From an optimization exercise on the open Yosys and OpenROAD flow, aimed at small area; shortcuts taken in it are not production practice.
Function was checked by simulation only, so behaviour that the tests miss may differ from the original.
Power figures rest on the tool's default switching activity, not on a simulated workload.

## job 6201
## CPU
module CPU(
	input clock,
	input [15:0] d_datain,
	input enable,
	input [15:0] i_datain,
	input reset,
	input start,
	output [7:0] d_addr,
	output [15:0] d_dataout,
	output d_we,
	output [7:0] i_addr
	);
Size: roughly 1100 cells after synthesis, roughly 250 flip-flops, roughly 69 I/O pins, roughly 13000 um^2 of cells after synthesis.
==> flow/config.mk <==
export PLATFORM = sky130hd
export DESIGN_NAME = CPU
export DESIGN_NICKNAME = CPU
export VERILOG_FILES = /design/flow/design.v
export SDC_FILE = /design/flow/constraint.sdc
export NUM_CORES = 4
export LEC_CHECK = 0
export CAP_MARGIN = 20
export CORE_MARGIN = 2
export CORE_UTILIZATION = 40
export SLEW_MARGIN = 20
==> flow/constraint.sdc <==
create_clock -name core_clock -period 10.0 [get_ports {clock}]
set_input_delay 2.0000 -clock core_clock [delete_from_list [all_inputs] [get_ports {clock}]]
set_output_delay 2.0000 -clock core_clock [all_outputs]
set_load 0.01 [all_outputs]
standard.sh (not shown) runs the stock make flow with config.mk's settings and CLKGATE_MAP_FILE= SYNTH_SCRIPT=/design/flow/synth_recipe.tcl, a recipe that flattens the netlist after the stock synthesis.
==> flow/flow/run.sh <==
#!/bin/bash
# Own layout flow: the standard flow with three changes.
#  1. Synthesis is synth_recipe.tcl unchanged except that Yosys's abc pass runs
#     flow/abc_area.script (an area-oriented mapping). abc maps only the
#     combinational logic, after the flip-flops are mapped and named, so the
#     registers are those of the standard synthesis.
#  2. Port buffers are sky130_fd_sc_hd__buf_1 instead of the default buffer.
#  3. Clock tree: clkbuf_8 buffers, sinks clustered by 20, no dummy loads.
# Each tool's output goes to a log file in the work folder.
set -euo pipefail
W=$PWD
F=$W/flow

{
	head -n 1 "$W/synth_recipe.tcl"
	cat <<EOF
proc abc {args} {
	set i [lsearch \$args -script]
	if { \$i >= 0 } { set args [lreplace \$args \$i [expr {\$i + 1}] -script $F/abc_area.script] }
	yosys abc {*}\$args
}
EOF
	tail -n +2 "$W/synth_recipe.tcl"
} > "$W/own_synth.tcl"

make -C "$FLOW_HOME" DESIGN_CONFIG="$W/config.mk" WORK_HOME="$W/orfs" CLKGATE_MAP_FILE= \
	SYNTH_SCRIPT="$W/own_synth.tcl" synth > "$W/own_synth.log" 2>&1

bash "$W/standard.sh" \
	"BUFFER_PORTS_ARGS=-buffer_cell sky130_fd_sc_hd__buf_1" \
	"CTS_ARGS=-sink_clustering_enable -repair_clock_nets -buf_list sky130_fd_sc_hd__clkbuf_8 -sink_clustering_size 20 -sink_clustering_max_diameter 50 -dont_use_dummy_load" \
	"RECOVER_POWER=100" finish > "$W/own_layout.log" 2>&1
==> flow/flow/abc_area.script <==
&get -n
&st
&dch -f
&nf -a -R 1000
&put
mfs2
strash
&get -n
&st
&dch -f
&nf -a -R 1000
&put
topo
stime -c
In job 6201 the implementation completed, yet the final layout does not meet the checks, the culprit being max-capacitance violations, max-slew violations.
### job 6201 -> job 3247
diff --git a/flow/flow/run.sh b/flow/flow/run.sh
--- a/flow/flow/run.sh
+++ b/flow/flow/run.sh
@@ -32 +32 @@
-	"RECOVER_POWER=100" finish > "$W/own_layout.log" 2>&1
+	finish > "$W/own_layout.log" 2>&1
Findings:
- Looking across job 3247 and job 6201, the single run that reached the end with no open violations was job 3247.
- As far as routed wire length is concerned, job 3247 and job 6201 perform about the same.
- Job 3247 reports a lower first-pass iteration count of the detailed router than job 6201 does.
- From job 6201 to job 3247 the numbers moved as follows: worst hold slack now sits at about the same level, cell count along the critical path now sits lower.
The inputs of job 6302 differ from those of job 3247 as listed below.
Settings: GPL_TIMING_DRIVEN newly set to 0.
diff --git a/flow/flow/run.sh b/flow/flow/run.sh
--- a/flow/flow/run.sh
+++ b/flow/flow/run.sh
@@ -32 +32 @@
-	finish > "$W/own_layout.log" 2>&1
+	"REMOVE_ABC_BUFFERS=1" finish > "$W/own_layout.log" 2>&1
[summary]
Complete run, failing final checks: job 6302, reason negative setup slack.
The clock latency on the worst-skew pair of job 3247 and that of job 6302 are within noise of each other.
On job 6302: cell count after placement is 18 lower than what job 3247 gave.
[job 6302] final area rose about 4% relative to job 3247
Number of detailed-route iterations in the first pass came out higher on job 6302 than on job 3247.
NOTE: clock period minus worst slack in job 6302 exceeds that of job 3247
The run showing the greater global routing usage on met2 is job 6302.
Critical path depth of job 6302 exceeds that of job 3247 by more than 10%.
Design internal power: job 6302 and job 3247 compared, lower one is job 3247
[compare] base=job 3247 new=job 6302: part of the power in the clock network saw a decrease; worst setup slack for register-to-register paths went down; area growth from synthesis to final layout increased 4.9 points.
The following lists how job 7370 was set up differently from job 6302:
Settings: removing GPL_TIMING_DRIVEN (formerly 0); changing SLEW_MARGIN from 20 to 0; changing CAP_MARGIN from 20 to 0.
diff --git a/flow/flow/run.sh b/flow/flow/run.sh
--- a/flow/flow/run.sh
+++ b/flow/flow/run.sh
@@ -32 +32 @@
-	"REMOVE_ABC_BUFFERS=1" finish > "$W/own_layout.log" 2>&1
+	finish > "$W/own_layout.log" 2>&1
## What came out
Job 7370 completed end to end with timing, DRC and antenna clean.
Job 6302: flow complete, layout not clean; failing: negative setup slack
Of the two candidates, job 6302 has the better largest voltage drop on the vdd net and job 7370 the worse one.
In the flow results for job 6302 and job 7370, the HPWL reported at the end of detailed placement is larger on job 6302.
On number of post-CTS setup repair buffers, the lower figure sits with job 7370, not job 6302.
The final number of max-transition violations on job 6302 is in line with that on job 7370.
The inputs of job 8500 differ from those of job 7370 as listed below.
Settings: CAP_MARGIN changed from 0 to 20; GPL_TIMING_DRIVEN newly set to 0; SLEW_MARGIN changed from 0 to 20.
The flow completed for job 8500, but it is not clean: the layout still shows negative setup slack. Relative to job 7370, critical path depth in cells increased by 2.7% in job 8500. Re peak per-stage delay on the critical path: job 7370 was lower than job 8500. Job 8500 reports a higher worst endpoint required time than job 7370 does. Cmp job 7370 and job 8500 / area added between synthesis and finish / lower: job 7370. Comparing job 8500 against job 7370, there is no change at all in synthesized cell count. Diff job 7370 -> job 8500: clock buffer instance count of the final layout climbed about 7%, worst hold slack went up, total chip power +1.9%.

* * *

The RTL this note starts from:
==> flow/design.v <==
`timescale 1ns / 1ps
module CPU(
	input clock,
	input [15:0] d_datain,
	input enable,
	input [15:0] i_datain,
	input reset,
	input start,
	output [7:0] d_addr,
	output [15:0] d_dataout,
	output d_we,
	output [7:0] i_addr
	);
	localparam [4:0] NOP = 5'b00000, HALT = 5'b00001, LOAD = 5'b00010, STORE = 5'b00011,
		LDIH = 5'b10000, ADD = 5'b01000, ADDI = 5'b01001, ADDC = 5'b10001, SUB = 5'b10010,
		SUBI = 5'b10011, SUBC = 5'b10100, CMP = 5'b01100, AND = 5'b01101, OR = 5'b01110,
		NOT = 5'b10111, XOR = 5'b01111, SLL = 5'b00100, SRL = 5'b00110, SLA = 5'b00101,
		SRA = 5'b00111, SLR = 5'b01010, SRR = 5'b01011, JUMP = 5'b11000, JMPR = 5'b11001,
		BZ = 5'b11010, BNZ = 5'b11011, BN = 5'b11100, BNN = 5'b11101, BC = 5'b11110,
		BNC = 5'b11111, INC = 5'b10101, DEC = 5'b10110;
	reg run;
	reg [7:0] pc;
	reg [7:0] id_hi, id_lo;
	reg [7:0] ex_hi, ex_lo;
	wire [15:0] id_ir = {id_hi, id_lo};
	wire [15:0] ex_ir = {ex_hi, ex_lo};
	reg [4:0] mem_op;
	reg [2:0] mem_r1;
	reg [15:0] reg_C;
	reg cf;
	reg [15:0] smdr1;
	reg wb_wr, wb_halt;
	reg [2:0] wb_r1;
	reg [15:0] reg_C1;
	reg p_wr;
	reg [2:0] p_r1;
	reg [15:0] reg_C2;
	reg [15:0] gr [0:7];
	wire mem_load  = (mem_op == LOAD);
	wire mem_store = (mem_op == STORE);
	wire zf = (reg_C == 16'd0);
	wire nf = reg_C[15];
	wire taken = (mem_op == JUMP) || (mem_op == JMPR) ||
		((mem_op == BZ) && zf) || ((mem_op == BNZ) && !zf) ||
		((mem_op == BN) && nf) || ((mem_op == BNN) && !nf) ||
		((mem_op == BC) && cf) || ((mem_op == BNC) && !cf);
	assign i_addr = pc;
	assign d_we = mem_store;
	assign d_addr = (mem_load || mem_store) ? reg_C[7:0] : 8'd0;
	assign d_dataout = mem_store ? smdr1 : 16'd0;
	wire mem_wr = (mem_op == LOAD) || (mem_op == LDIH) || (mem_op == ADD) ||
		(mem_op == ADDI) || (mem_op == ADDC) || (mem_op == SUB) || (mem_op == SUBI) ||
		(mem_op == SUBC) || (mem_op == INC) || (mem_op == DEC) || (mem_op == AND) ||
		(mem_op == OR) || (mem_op == NOT) || (mem_op == XOR) || (mem_op == SLL) ||
		(mem_op == SRL) || (mem_op == SLA) || (mem_op == SRA) || (mem_op == SLR) ||
		(mem_op == SRR);
	wire [4:0] iop = i_datain[15:11];
	wire [2:0] ld_r = id_ir[10:8];
	wire stall = (id_ir[15:11] == LOAD) && (
		(((iop == ADD) || (iop == ADDC) || (iop == SUB) || (iop == SUBC) ||
		  (iop == OR) || (iop == XOR) || (iop == AND)) &&
		 ((ld_r == i_datain[2:0]) || (ld_r == i_datain[6:4]))) ||
		(((iop == LOAD) || (iop == STORE) || (iop == INC) || (iop == DEC) ||
		  (iop == NOT) || (iop == SLL) || (iop == SRL) || (iop == SLA) ||
		  (iop == SRA) || (iop == SLR) || (iop == SRR)) &&
		 (ld_r == i_datain[6:4])) ||
		(((iop == LDIH) || (iop == ADDI) || (iop == SUBI)) &&
		 (ld_r == i_datain[10:8])));
	wire [4:0] op = ex_ir[15:11];
	wire [2:0] r1 = ex_ir[10:8];
	wire [2:0] r2 = ex_ir[6:4];
	wire [2:0] r3 = ex_ir[2:0];
	wire [3:0] f4 = ex_ir[3:0];
	wire [7:0] imm8 = ex_ir[7:0];
	wire op_br = (op == BZ) || (op == BNZ) || (op == BN) || (op == BNN) ||
		(op == BC) || (op == BNC) || (op == JMPR);
	wire op_imm = (op == LDIH) || (op == ADDI) || (op == SUBI);
	wire op_fwdA = (op == ADD) || (op == ADDC) || (op == SUB) || (op == SUBC) ||
		(op == CMP) || (op == AND) || (op == OR) || (op == NOT) || (op == XOR) ||
		(op == INC) || (op == DEC) || (op == SLL) || (op == SRL) || (op == SLA) ||
		(op == SRA) || (op == SLR) || (op == SRR);
	wire op_fwdB = (op == ADD) || (op == ADDC) || (op == SUB) || (op == SUBC) ||
		(op == CMP) || (op == AND) || (op == OR) || (op == XOR);
	wire [2:0] ra = (op_br || op_imm) ? r1 : r2;
	wire [2:0] rb = (op == STORE) ? r1 : r3;
	wire [15:0] gA = gr[ra];
	wire [15:0] gB = gr[rb];
	wire a_p = op_fwdA && (r2 == p_r1);
	wire a_w = op_fwdA && (r2 == wb_r1);
	wire a_m = (op_fwdA && (r2 == mem_r1)) || (op_imm && (r1 == mem_r1));
	wire [15:0] in1 = (op == JUMP) ? 16'd0 : a_p ? reg_C2 : a_w ? reg_C1 : a_m ? reg_C : gA;
	wire b_p = (f4 == {1'b0, p_r1});
	wire b_w = (f4 == {1'b0, wb_r1});
	wire b_m = (f4 == {1'b0, mem_r1});
	wire [15:0] fB = b_p ? reg_C2 : b_w ? reg_C1 : b_m ? reg_C : gB;
	reg [15:0] in2;
	always @(*) begin
		case (op)
			ADD, ADDC, SUB, SUBC, CMP, AND, OR, XOR: in2 = fB;
			STORE: in2 = {12'd0, f4};
			ADDI, SUBI, JUMP, JMPR, BZ, BNZ, BN, BNN, BC, BNC: in2 = {8'd0, imm8};
			LDIH: in2 = {imm8, 8'd0};
			INC, DEC: in2 = 16'd1;
			NOT: in2 = 16'hffff;
			default: in2 = 16'd0;
		endcase
	end
	wire op_sub = (op == SUB) || (op == SUBI) || (op == SUBC) || (op == CMP) || (op == DEC);
	wire op_addc = (op == ADDC) || (op == BC) || (op == BNC);
	wire [15:0] bx = op_sub ? ~in2 : in2;
	wire cin = op_sub | (op_addc & cf);
	wire [16:0] sum = {1'b0, in1} + {1'b0, bx} + {16'd0, cin};
	wire cf_next = op_addc ? sum[16] : ((op == SUBC) || (op == CMP)) ? !sum[16] : 1'b0;
	wire [3:0] k = f4;
	wire left = (op == SLL) || (op == SLA) || (op == SLR);
	wire [3:0] amt = left ? (4'd0 - k) : k;
	wire [31:0] rr = {in1, in1} >> amt;
	wire [15:0] rot = rr[15:0];
	reg [15:0] ge;
	integer i;
	always @(*)
		for (i = 0; i < 16; i = i + 1)
			ge[i] = (i >= k);
	wire [15:0] ger;
	genvar gi;
	generate
		for (gi = 0; gi < 16; gi = gi + 1) begin : g_rev
			assign ger[gi] = ge[15 - gi];
		end
	endgenerate
	reg [15:0] result;
	always @(*) begin
		case (op)
			LOAD, STORE, LDIH, ADD, ADDI, ADDC, SUB, SUBI, SUBC, CMP, INC, DEC,
			JUMP, JMPR, BZ, BNZ, BN, BNN, BC, BNC: result = sum[15:0];
			AND: result = in1 & in2;
			OR: result = in1 | in2;
			XOR, NOT: result = in1 ^ in2;
			SLL, SLA: result = rot & ge;
			SLR, SRR: result = rot;
			SRL: result = rot & ger;
			SRA: result = (rot & ger) | (~ger & {16{in1[15]}});
			default: result = 16'd0;
		endcase
	end
	always @(posedge clock or negedge reset) begin
		if (!reset)
			run <= 1'b0;
		else if (run)
			run <= enable && !wb_halt;
		else
			run <= enable && start;
	end
	always @(posedge clock or negedge reset) begin
		if (!reset) begin
			pc <= 8'd0;
			id_hi <= 8'd0;
			ex_hi <= 8'd0;
			mem_op <= 5'd0;
			mem_r1 <= 3'd0;
			reg_C <= 16'd0;
			wb_wr <= 1'b0;
			wb_halt <= 1'b0;
			wb_r1 <= 3'd0;
		end else if (run) begin
			if (stall)
				id_hi <= 8'd0;
			else begin
				id_hi <= i_datain[15:8];
				pc <= taken ? reg_C[7:0] : pc + 8'd1;
			end
			ex_hi <= id_hi;
			mem_op <= op;
			mem_r1 <= r1;
			reg_C <= result;
			wb_wr <= mem_wr;
			wb_halt <= (mem_op == HALT);
			wb_r1 <= mem_r1;
		end
	end
	always @(posedge clock) begin
		if (run) begin
			id_lo <= i_datain[7:0];
			ex_lo <= id_lo;
			cf <= cf_next;
			smdr1 <= gB;
			reg_C1 <= mem_load ? d_datain : reg_C;
			p_wr <= wb_wr;
			p_r1 <= wb_r1;
			reg_C2 <= reg_C1;
			if (p_wr)
				gr[p_r1] <= reg_C2;
		end
	end
endmodule
clock: 10.0 ns
lec_check: 0
cap_margin: 20
core_margin: 2
core_utilization: 40
slew_margin: 20
run.sh (not shown) runs the stock make flow with config.mk's settings and CLKGATE_MAP_FILE= SYNTH_SCRIPT=/design/flow/synth_recipe.tcl, a recipe that flattens the netlist after the stock synthesis.
Stock flow here: none of the scripts above is used.
==> next run, changes <==
Settings changed: CTS_BUF_LIST set to sky130_fd_sc_hd__clkbuf_16, CTS_CLUSTER_DIAMETER set to 60, CTS_CLUSTER_SIZE set to 30.
Worst setup slack got worse by 0.045 ns.
Hold slack improved by 0.0035 ns.
Wire length came out lower slightly.
Power stays flat.
Cell count hardly moves.
Global-route usage came out lower by 0.18 points.
==> next run, changes <==
Settings changed: CTS_BUF_LIST sky130_fd_sc_hd__clkbuf_16 to sky130_fd_sc_hd__clkbuf_4, CTS_CLUSTER_DIAMETER 60 to not set.
What happened:
- The new run completed without violations
- critical path depth stays the same
- die area stays the same
- maximum frequency came out higher by 0.59%
- final area drops by 0.67%
- clock skew goes up by 0.054 ns
==> next run, changes <==
Settings changed: CTS_BUF_LIST sky130_fd_sc_hd__clkbuf_4 to sky130_fd_sc_hd__clkbuf_8, CTS_CLUSTER_DIAMETER set to 50, CTS_CLUSTER_SIZE 30 to 20.
Worst hold slack gets better by 0.058 ns.
Clock skew went down by 0.015 ns.
Fmax went down by 0.52%.
Setup slack gets worse by 0.039 ns.
Non-clock buffer count is unchanged.
Cell area shrinks by 0.63%.
Synthesized area stays the same.
Flip-flop and latch count is unchanged.
Sequential power hardly moves.

## port drivers added, routing unchanged
How much do the figures lean on ideal ports? The routed layouts below were timed once more, with nothing changed but the port constraints. Step 1 (the two cells are an assumption about what drives the block):
set clk [get_ports {clock}]
set_driving_cell -lib_cell sky130_fd_sc_hd__clkbuf_16 $clk
set_driving_cell -lib_cell sky130_fd_sc_hd__buf_2 [delete_from_list [all_inputs] $clk]
Step 2 moves the port delays by t, midway between the first and last clock arrival at a register: inputs arrive t later, outputs are due t later. That takes back most of the time a late clock gives input paths. a / b / c = ideal ports / drivers / drivers and shift; a / b = the first two.
run | shift t [ns] | slack for setup (ns) | hold WS [ns]
job 6201 | 0.623 | 0.256 / 0.256 / 0.256 | 0.417 / 0.417 / 0.417
job 3247 | 0.621 | 0.240 / 0.240 / 0.240 | 0.418 / 0.418 / 0.418
job 6302 | 0.631 | -0.457 / -0.457 / -0.457 | 0.413 / 0.413 / 0.413
job 7370 | 0.618 | 0.250 / 0.250 / 0.250 | 0.415 / 0.415 / 0.415
job 8500 | 0.616 | -0.190 / -0.190 / -0.190 | 0.419 / 0.419 / 0.419
the first run of note 2 | 0.639 | 2.445 / 2.445 / 2.445 | 0.420 / 0.420 / 0.420
the second run of note 2 | 0.633 | 2.400 / 2.400 / 2.400 | 0.424 / 0.424 / 0.424
the third run of note 2 | 0.804 | 2.445 / 2.445 / 2.445 | 0.365 / 0.365 / 0.365
the fourth run of note 2 | 0.681 | 2.405 / 2.405 / 2.405 | 0.423 / 0.423 / 0.423
